This design comes from an exercise in tuning for small area, a short achievable clock period and few clock cycles per item on the open sky130 flow, not from production work. At most, simulation tests tie the RTL to the original design; equivalence was not proved. Power is estimated from default activity; no workload was simulated.

// melendez_mult
module melendez_mult (rst, clk, multiplier, multiplicand, product, done);
  input rst, clk;
  input [31:0] multiplier, multiplicand;
  output [63:0] product;
  output done;
  reg [2:0] cnt;           
  reg done_q;                   
  reg last_q;                   
  reg first_q;                  
  reg [3:0] dig_q;           
  reg [31:0] s_q;           
  reg [30:0] c_q;           
  reg [3:0] pa_q;           
  reg [3:0] pb_q;           
  reg lc_q;                     
  reg [27:0] lo_q;          
  assign done = done_q;
  wire [31:0] mpad = multiplier;
  wire [3:0] dig = first_q ? multiplier[3:0] : dig_q;
  reg [3:0] dig_next;
  always @(*)
    case (cnt)
      0: dig_next = mpad[7:4];
      1: dig_next = mpad[11:8];
      2: dig_next = mpad[15:12];
      3: dig_next = mpad[19:16];
      4: dig_next = mpad[23:20];
      5: dig_next = mpad[27:24];
      6: dig_next = mpad[31:28];
      default: dig_next = 4'd0;
    endcase
  wire [31:0] s_in = s_q & {32{~first_q}};
  wire [30:0] c_in = c_q & {31{~first_q}};
  wire [31:0] pp0 = multiplicand & {32{dig[0]}};
  wire [31:0] pp1 = multiplicand & {32{dig[1]}};
  wire [31:0] pp2 = multiplicand & {32{dig[2]}};
  wire [31:0] pp3 = multiplicand & {32{dig[3]}};
  wire hs1;
  wire hc2;
  wire fs3;
  wire fc4;
  wire hs5;
  wire hc6;
  wire fs7;
  wire fc8;
  wire fs9;
  wire fc10;
  wire fs11;
  wire fc12;
  wire fs13;
  wire fc14;
  wire fs15;
  wire fc16;
  wire fs17;
  wire fc18;
  wire fs19;
  wire fc20;
  wire fs21;
  wire fc22;
  wire fs23;
  wire fc24;
  wire fs25;
  wire fc26;
  wire fs27;
  wire fc28;
  wire fs29;
  wire fc30;
  wire fs31;
  wire fc32;
  wire fs33;
  wire fc34;
  wire fs35;
  wire fc36;
  wire fs37;
  ...
For scale: roughly 870 cells after synthesis, ~130 I/O pins, roughly 0.010 sq mm of cells after synthesis.
Settings: LEC_CHECK=0, CAP_MARGIN=20, CORE_MARGIN=2, CORE_UTILIZATION=40, SETUP_SLACK_MARGIN=1.5, SLEW_MARGIN=20, SYNTH_HIERARCHICAL=1, SYNTH_MINIMUM_KEEP_SIZE=0; clock period 5.0 ns.
standard.sh (not shown) runs the stock make flow with config.mk's settings and CLKGATE_MAP_FILE= SYNTH_SCRIPT=/design/flow/synth_recipe.tcl, a recipe that flattens the netlist after the stock synthesis.
==> flow/flow/run.sh <==
#!/bin/bash
set -euo pipefail
export BUFFER_PORTS_ARGS="-buffer_cell sky130_fd_sc_hd__buf_2"
bash standard.sh > standard_flow.log 2>&1
Edit:
--- a/flow/design.v
+++ b/flow/design.v
@@ -1,18 +1,17 @@
 module melendez_mult (rst, clk, multiplier, multiplicand, product, done);
   input rst, clk;
   input [31:0] multiplier, multiplicand;
   output [63:0] product;
   output done;
   reg [2:0] cnt;           
   reg done_q;                   
-  reg last_q;                   
   reg first_q;                  
   reg [3:0] dig_q;           
   reg [31:0] s_q;           
   reg [30:0] c_q;           
   reg [3:0] pa_q;           
   reg [3:0] pb_q;           
   reg lc_q;                     
   reg [27:0] lo_q;          
   assign done = done_q;
   wire [31:0] mpad = multiplier;
@@ -420,40 +419,34 @@
   mm_fa u_fs253 (.a(hc120), .b(hs185), .c(fc184), .s(fs253), .co(fc254));
   mm_ha u_hs255 (.a(pp3[31]), .b(hc186), .s(hs255), .co(hc256));
   wire [3:0] pa_new = {fs193, fs191, fs189, pp0[0]};
   wire [3:0] pb_new = {fc192, fc190, hc188, hs187};
   wire [31:0] s_new = {hc256, hs255, fs253, fs251, fs249, fs247, fs245, fs243, fs241, fs239, fs237, fs235, fs233, fs231, fs229, fs227, fs225, fs223, fs221, fs219, fs217, fs215, fs213, fs211, fs209, fs207, fs205, fs203, fs201, fs199, fs197, fs195};
   wire [31:0] c_new = {1'b0, fc254, fc252, fc250, fc248, fc246, fc244, fc242, fc240, fc238, fc236, fc234, fc232, fc230, fc228, fc226, fc224, fc222, fc220, fc218, fc216, fc214, fc212, fc210, fc208, fc206, fc204, fc202, fc200, fc198, fc196, fc194};
   wire [4:0] lo_sum = {pa_q[3], pa_q[2], pa_q[1], pa_q[0]} + {pb_q[3], pb_q[2], pb_q[1], pb_q[0]} + lc_q;
   wire [36:0] hi_a = {{s_q[31], s_q[30], s_q[29], s_q[28], s_q[27], s_q[26], s_q[25], s_q[24], s_q[23], s_q[22], s_q[21], s_q[20], s_q[19], s_q[18], s_q[17], s_q[16], s_q[15], s_q[14], s_q[13], s_q[12], s_q[11], s_q[10], s_q[9], s_q[8], s_q[7], s_q[6], s_q[5], s_q[4], s_q[3], s_q[2], s_q[1], s_q[0]}, {pa_q[3], pa_q[2], pa_q[1], pa_q[0]}, lc_q};
   wire [36:0] hi_b = {{1'b0, c_q[30], c_q[29], c_q[28], c_q[27], c_q[26], c_q[25], c_q[24], c_q[23], c_q[22], c_q[21], c_q[20], c_q[19], c_q[18], c_q[17], c_q[16], c_q[15], c_q[14], c_q[13], c_q[12], c_q[11], c_q[10], c_q[9], c_q[8], c_q[7], c_q[6], c_q[5], c_q[4], c_q[3], c_q[2], c_q[1], c_q[0]}, {pb_q[3], pb_q[2], pb_q[1], pb_q[0]}, lc_q};
   wire [36:0] hi_sum = hi_a + hi_b;
-  reg [35:0] hi_q;          
-  always @(posedge clk) hi_q <= hi_sum[36:1];
-  assign product = {hi_q, lo_q};
+  assign product = {hi_sum[36:1], lo_q};
   always @(posedge clk) begin
     first_q <= rst;
     dig_q <= dig_next;
     if (rst) begin
       cnt <= 0;
       done_q <= 1'b0;
-      last_q <= 1'b0;
-    end else begin
-      done_q <= last_q;
-      if (!last_q) begin
-        cnt <= cnt + 1'b1;
-        last_q <= (cnt == 7);
-      end
+    end else if (!done_q) begin
+      cnt <= cnt + 1'b1;
+      done_q <= (cnt == 7);
     end
   end
   always @(posedge clk)
-    if (!last_q) begin
+    if (!done_q) begin
       s_q[0] <= s_new[0];
       c_q[0] <= c_new[0];
       s_q[1] <= s_new[1];
       c_q[1] <= c_new[1];
       s_q[2] <= s_new[2];
       c_q[2] <= c_new[2];
       s_q[3] <= s_new[3];
       c_q[3] <= c_new[3];
       s_q[4] <= s_new[4];
       c_q[4] <= c_new[4];
Area after synthesis is lower by 8.7%; final cell count is lower by 4.8%; sequential cell count is lower by 37; routed wire length is lower by 4.7%; total power is lower by 5.5%; clock-buffer cell count is lower by 8; utilization is higher by 1.7 points; die area is lower by 8.5%.
Testbench counts after the change, summed over its fixed seeds: cycles 3,832, products 384.
Function not checked in the first run of this note: the RTL went through the layout flow alone.

## what the ideal ports hide
Ports are ideal in the flow. The routed layouts listed here were re-timed in OpenROAD. Step 1 sets driving cells, clkbuf_16 on the clock port and buf_2 on the other inputs (assumed; they add their load-dependent delay and slew). Step 2 moves the port delays by t, midway between the first and last clock arrival at a register: inputs arrive t later, outputs are due t later. That takes back most of the time a late clock gives input paths. a / b / c = no drivers / after step 1 / after step 2; a / b = the first two.
run | t, ns | slack for setup (ns) | worst setup path at the end | worst register clock-pin slew, ns | worst data-port slew with drivers (ns)
the first run | 0.476 | 1.819 / 1.836 / 1.369 | input to register | 0.07 / 0.07 | 0.04
the second run | 0.409 | 1.025 / 0.979 / 1.389 | register to output | 0.09 / 0.09 | 0.05
After both steps every run listed still meets setup and hold. The setup slack of the first run, which loses most, moves by +0.017 ns with the drivers and by -0.450 ns with both steps.
